Context: an optimization exercise on an open-source flow, tuned for small area, a short achievable clock period and few clock cycles. The choices shown serve that exercise and are no tape-out recipe. In this exercise RTL edits were held to simulation tests only and were not proved equivalent to the original.

// cpu_main
module cpu_main (
    input wire  logic       clk_en_i,
    input wire  logic       reset_i,
    output      logic       out_strobe_o,
    output      byte_t      out_value_o,
    output      logic       halt_o,
    input wire  logic       prog_we_i,           
    input wire  addr_t      prog_addr_i,         
    input wire  byte_t      prog_data_i,         
    input wire  logic       clk
);
Size: ~1100 cells after synthesis, ~160 flip-flops, about 26 I/O pins.
clock: 7.0 ns
lec_check: 0
abc_area: 1
cap_margin: 20
core_margin: 2
core_utilization: 40
setup_slack_margin: 3.5
slew_margin: 20
run.sh (not shown) runs the stock make flow with config.mk's settings and CLKGATE_MAP_FILE= SYNTH_SCRIPT=/design/flow/synth_recipe.tcl, a recipe that flattens the netlist after the stock synthesis.
The first run finished clean.
Testbench counts at the start, summed over its fixed seeds: cycles 12,008.
Then changed:
- SETUP_SLACK_MARGIN: 3.5 -> 2.5
Wire length is lower by about 5%.
Register-to-register slack got worse by 0.19 ns.
Worst setup slack got worse by 0.23 ns.

* * *

Setup of v6:
The RTL this note starts from:
==> flow/design.v <==
`default_nettype none                
`timescale 1ns/1ps                   
/*verilator lint_off UNUSED*/
typedef enum logic [3:0] {
    NOP     = 4'b0000,       
    LDA     = 4'b0001,       
    ADD     = 4'b0010,       
    SUB     = 4'b0011,       
    STA     = 4'b0100,       
    LDI     = 4'b0101,       
    JMP     = 4'b0110,       
    JC      = 4'b0111,       
    JZ      = 4'b1000,       
    NOP_9   = 4'b1001,       
    NOP_A   = 4'b1010,       
    NOP_B   = 4'b1011,       
    NOP_C   = 4'b1100,       
    NOP_D   = 4'b1101,       
    OUT     = 4'b1110,       
    HLT     = 4'b1111        
} op_t;
typedef logic [3:0] addr_t;
typedef logic [7:0] byte_t;
/*verilator lint_on UNUSED*/
`default_nettype none
`timescale 1ns/1ps
module cpu_core (
    output      logic   hlt_o,           
    output      logic   mem_write_o,     
    output      logic   mem_store_o,     
    output      addr_t  mem_waddr_o,     
    output      byte_t  mem_wdata_o,     
    input  wire logic   wr_fwd_i,        
    input  wire addr_t  wr_addr_i,       
    input  wire byte_t  wr_data_i,       
    output      logic [2:0] mem_addr_ev_o,   
    input  wire byte_t  mem_data_ev_i,
    output      logic [2:0] mem_addr_od_o,   
    input  wire byte_t  mem_data_od_i,
    output      addr_t  mem_eaddr_o,     
    input  wire byte_t  mem_edata_i,
    output      logic   out_strobe_o,    
    output      byte_t  out_value_o,     
    input  wire logic   reset_i,
    input  wire logic   clk_en_i,
    input  wire logic   clk
);
addr_t      q;                           
byte_t      ir0;                         
byte_t      ir1;                         
logic       ctl0;                        
logic       pass0;                       
addr_t      darg;                        
byte_t      a;                           
logic       cf;                          
logic       o_rdy;                       
byte_t      out_hold;                    
logic       out_old;                     
function automatic logic is_ctl(input logic [3:0] op);
    is_ctl = (op == NOP) || (op == JMP) || (op == JC) || (op == JZ) ||
           (op == NOP_9) || (op == NOP_A) || (op == NOP_B) || (op == NOP_C) || (op == NOP_D);
endfunction
function automatic logic is_pass(input logic [3:0] op);
    is_pass = is_ctl(op) || (op == OUT);
endfunction
function automatic logic is_nop(input logic [3:0] op);
    is_nop = (op == NOP) || (op == NOP_9) || (op == NOP_A) || (op == NOP_B) || (op == NOP_C) || (op == NOP_D);
endfunction
function automatic logic [8:0] add8(input logic [7:0] x, input logic [7:0] y, input logic ci);
    logic [8:0] g, p, gn, pn;
    logic [8:0] c;
    g = {x & y, ci};
    p = {x ^ y, 1'b0};
    for (int d = 1; d < 9; d = d * 2) begin
        gn = g;
        pn = p;
        for (int i = d; i < 9; i++) begin
            gn[i] = g[i] | (p[i] & g[i-d]);
            pn[i] = p[i] & p[i-d];
        end
        g = gn;
        p = pn;
    end
    c = g;
    add8 = {c[8], (x ^ y) ^ c[7:0]};
endfunction
op_t        op0, op1, dop;
addr_t      arg0, arg1;
logic       run;
logic       zf;
logic       tk0, tk1;
logic       ctl1;
logic       fold1;
logic       exec0, exec1;
logic       dval;
logic       halt_e;
addr_t      nq, nq1;
logic       fwd0, fwd1;
byte_t      f0, f1;
logic       sub;
byte_t      ax;
logic [8:0] alu;
always_comb op0     = op_t'(ir0[7:4]);
always_comb op1     = op_t'(ir1[7:4]);
always_comb arg0    = ir0[3:0];
always_comb arg1    = ir1[3:0];
always_comb run     = clk_en_i && !hlt_o;
always_comb zf      = (a == 8'h00);
always_comb ctl1    = is_ctl(op1);
always_comb dop     = pass0 ? op1 : op0;
always_comb tk0     = (op0 == JMP) || (op0 == JC && cf) || (op0 == JZ && zf);
always_comb tk1     = (op1 == JMP) || (op1 == JC && cf) ||
                      (op1 == JZ && ((op0 == LDI) ? (arg0 == 4'h0) : zf));
always_comb begin
    case (op0)
        OUT:     fold1 = (op1 != OUT);
        STA:     fold1 = ctl1 || op1 == HLT || op1 == OUT;
        LDI:     fold1 = ctl1 || op1 == HLT || op1 == OUT;
        LDA:     fold1 = is_nop(op1) || op1 == JMP || op1 == JC || op1 == HLT || op1 == OUT;
        default: fold1 = is_nop(op1) || op1 == JMP || op1 == HLT || op1 == OUT;   
    endcase
    if (op0 == STA && arg0 == q + 4'h1) begin
        fold1 = 1'b0;                    
    end
end
always_comb begin
    exec0   = 1'b0;                      
    exec1   = 1'b0;                      
    halt_e  = 1'b0;
    nq      = q + 4'h1;
    nq1     = q + 4'h2;
    if (ctl0 && tk0) begin
        nq      = arg0;
        nq1     = arg0 + 4'h1;
    end else if (op0 == HLT) begin
        halt_e  = 1'b1;
    end else begin
        exec0   = !ctl0;
        if (ctl0 || fold1) begin
            exec1   = 1'b1;
            halt_e  = (op1 == HLT);
            if (ctl1 && tk1) begin
                nq      = arg1;
                nq1     = arg1 + 4'h1;
            end else begin
                nq      = q + 4'h2;
                nq1     = q + 4'h3;
            end
        end
    end
    if (reset_i) begin
        nq      = 4'h0;
        nq1     = 4'h1;
    end else if (!run) begin
        nq      = q;
        nq1     = q + 4'h1;
    end
end
always_comb fwd0    = wr_fwd_i && (run || reset_i) && wr_addr_i == nq;
always_comb fwd1    = wr_fwd_i && (run || reset_i) && wr_addr_i == nq1;
always_comb dval    = pass0 ? exec1 : exec0;
always_comb f0      = fwd0 ? wr_data_i : (nq[0] ? mem_data_od_i : mem_data_ev_i);
always_comb f1      = fwd1 ? wr_data_i : (nq[0] ? mem_data_ev_i : mem_data_od_i);
always_comb sub     = (dop == SUB);
always_comb ax      = a ^ {8{sub}};
always_comb alu     = add8(ax, mem_edata_i, 1'b0);
always_comb mem_addr_ev_o = nq1[3:1];
always_comb mem_addr_od_o = nq[3:1];
always_comb mem_eaddr_o  = darg;
always_comb mem_store_o  = dval && (dop == STA);
always_comb mem_write_o  = run && mem_store_o;
always_comb mem_waddr_o  = darg;
always_comb mem_wdata_o  = a;
always_comb out_strobe_o = o_rdy;
always_comb out_value_o  = out_old ? out_hold : a;
always_ff @(posedge clk) begin
    out_hold <= a;
end
always_ff @(posedge clk) begin
    q       <= nq;
    ir0     <= f0;
    ir1     <= f1;
    ctl0    <= is_ctl(f0[7:4]);
    pass0   <= is_pass(f0[7:4]);
    darg    <= is_pass(f0[7:4]) ? f1[3:0] : f0[3:0];
end
always_ff @(posedge clk) begin
    if (reset_i) begin
        a       <= '0;
        cf      <= 1'b0;
        o_rdy   <= 1'b0;
        out_old <= 1'b0;
        hlt_o   <= 1'b0;
    end else begin
        o_rdy   <= 1'b0;
        if (run) begin
            if (dval) begin
                case (dop)
                    LDA:    a        <= mem_edata_i;
                    ADD, SUB: begin
                        a       <= alu[7:0] ^ {8{sub}};
                        cf      <= alu[8];
                    end
                    LDI:    a        <= {4'h0, darg};
                    default: ;
                endcase
            end
            out_old <= exec0 && op0 == OUT;
            if ((exec0 && op0 == OUT) || (exec1 && op1 == OUT)) begin
                o_rdy   <= 1'b1;
            end
            if (halt_e || f0[7:4] == HLT || (is_nop(f0[7:4]) && f1[7:4] == HLT)) begin
                hlt_o   <= 1'b1;
            end
        end
    end
end
endmodule
`default_nettype wire
`default_nettype none
`timescale 1ns/1ps
module cpu_mem (
    input  wire logic       we_i,        
    input  wire addr_t      waddr_i,     
    input  wire byte_t      wdata_i,     
    input  wire logic [2:0] raddr_ev_i,  
    output      byte_t      rdata_ev_o,
    input  wire logic [2:0] raddr_od_i,  
    output      byte_t      rdata_od_o,
    input  wire addr_t      raddr_e_i,   
    output      byte_t      rdata_e_o,
    input  wire logic       clk
);
byte_t memory [0:15];
always_ff @(posedge clk) begin
    if (we_i) begin
        memory[waddr_i] <= wdata_i;
    end
end
always_comb begin
    rdata_ev_o = '0;
    rdata_od_o = '0;
    for (int i = 0; i < 8; i++) begin
        rdata_ev_o = rdata_ev_o | (memory[2*i]   & {8{raddr_ev_i == 3'(i)}});
        rdata_od_o = rdata_od_o | (memory[2*i+1] & {8{raddr_od_i == 3'(i)}});
    end
end
always_comb begin
    rdata_e_o = '0;
    for (int i = 0; i < 16; i++) begin
        rdata_e_o = rdata_e_o | (memory[i] & {8{raddr_e_i == 4'(i)}});
    end
end
endmodule
`default_nettype wire
`default_nettype none
`timescale 1ns/1ps
module cpu_main (
    input wire  logic       clk_en_i,
    input wire  logic       reset_i,
    output      logic       out_strobe_o,
    output      byte_t      out_value_o,
    output      logic       halt_o,
    input wire  logic       prog_we_i,           
    input wire  addr_t      prog_addr_i,         
    input wire  byte_t      prog_data_i,         
    input wire  logic       clk
);
logic       cpu_we;
logic       cpu_st;
logic       wfwd;
addr_t      cpu_waddr;
byte_t      cpu_wdata;
logic       we;
addr_t      waddr;
byte_t      wdata;
logic [2:0] addr_ev, addr_od;
addr_t      eaddr;
byte_t      data_ev, data_od, edata;
always_comb we      = reset_i ? prog_we_i   : cpu_we;
always_comb wfwd    = reset_i ? prog_we_i   : cpu_st;
always_comb waddr   = reset_i ? prog_addr_i : cpu_waddr;
always_comb wdata   = reset_i ? prog_data_i : cpu_wdata;
cpu_core core (
    .hlt_o(halt_o),
    .mem_write_o(cpu_we),
    .mem_store_o(cpu_st),
    .mem_waddr_o(cpu_waddr),
    .mem_wdata_o(cpu_wdata),
    .wr_fwd_i(wfwd),
    .wr_addr_i(waddr),
    .wr_data_i(wdata),
    .mem_addr_ev_o(addr_ev),
    .mem_data_ev_i(data_ev),
    .mem_addr_od_o(addr_od),
    .mem_data_od_i(data_od),
    .mem_eaddr_o(eaddr),
    .mem_edata_i(edata),
    .out_strobe_o(out_strobe_o),
    .out_value_o(out_value_o),
    .reset_i(reset_i),
    .clk_en_i(clk_en_i),
    .clk(clk)
);
cpu_mem mem (
    .we_i(we),
    .waddr_i(waddr),
    .wdata_i(wdata),
    .raddr_ev_i(addr_ev),
    .rdata_ev_o(data_ev),
    .raddr_od_i(addr_od),
    .rdata_od_o(data_od),
    .raddr_e_i(eaddr),
    .rdata_e_o(edata),
    .clk(clk)
);
endmodule
`default_nettype wire
clock: 7.0 ns
lec_check: 0
abc_area: 1
cap_margin: 20
core_margin: 2
core_utilization: 40
cts_buf_list: sky130_fd_sc_hd__clkbuf_4 sky130_fd_sc_hd__clkbuf_8
setup_slack_margin: 3.3
slew_margin: 20
Testbench counts of v6, summed over its fixed seeds: cycles 10,980.
Modified inputs, v7 compared to v6
Settings: SETUP_SLACK_MARGIN changed from 3.3 to 3.0.
### Flow results
Row final cell count: v7 lower / v6 higher. v6 → v7: sum of buffers and inverters on the critical path fell 3; multi-input combinational gate total fell 4; quantity of hold-fixing buffers added after cts about even; routed wire length fell about 3%. Max total via count in the routed design across v7 and v6: v6. In terms of placed cell count, v7 and v6 differ only marginally. Higher signal arrival time at the worst endpoint goes to v7 over v6.

## port drivers added, routing unchanged
The results above use ideal ports. As a check the final layouts listed here were re-extracted and re-timed, cells and wires unchanged. Step 1 sets driving cells, clkbuf_16 on the clock port and buf_2 on the other inputs (assumed; they add their load-dependent delay and slew). Step 2, shift: input delay + t, output delay - t, t = (earliest + latest rising clock arrival at the registers) / 2. This alone moves slack from input paths to output paths. Slacks: no drivers / after step 1 / after step 2; pairs: no drivers / after step 1.
run | shift t [ns] | setup slack, ns | worst hold slack (ns) | slew at the worst register clock pin (ns) | worst slew at a driven data input, ns
the first run of note 1 | 0.482 | 2.947 / 2.947 / 2.824 | 0.502 / 0.502 / 0.502 | 0.08 / 0.08 | 0.05
the second run of note 1 | 0.484 | 2.716 / 2.732 / 2.248 | 0.496 / 0.496 / 0.496 | 0.08 / 0.08 | 0.04
v6 | 0.516 | 3.400 / 3.425 / 2.909 | 0.411 / 0.411 / 0.411 | 0.10 / 0.10 | 0.04
v7 | 0.526 | 3.241 / 3.241 / 2.818 | 0.390 / 0.390 / 0.390 | 0.11 / 0.11 | 0.04
After both steps setup and hold are still met in every run listed. The setup slack of v6, which loses most, moves by +0.025 ns with the drivers and by -0.491 ns with both steps.
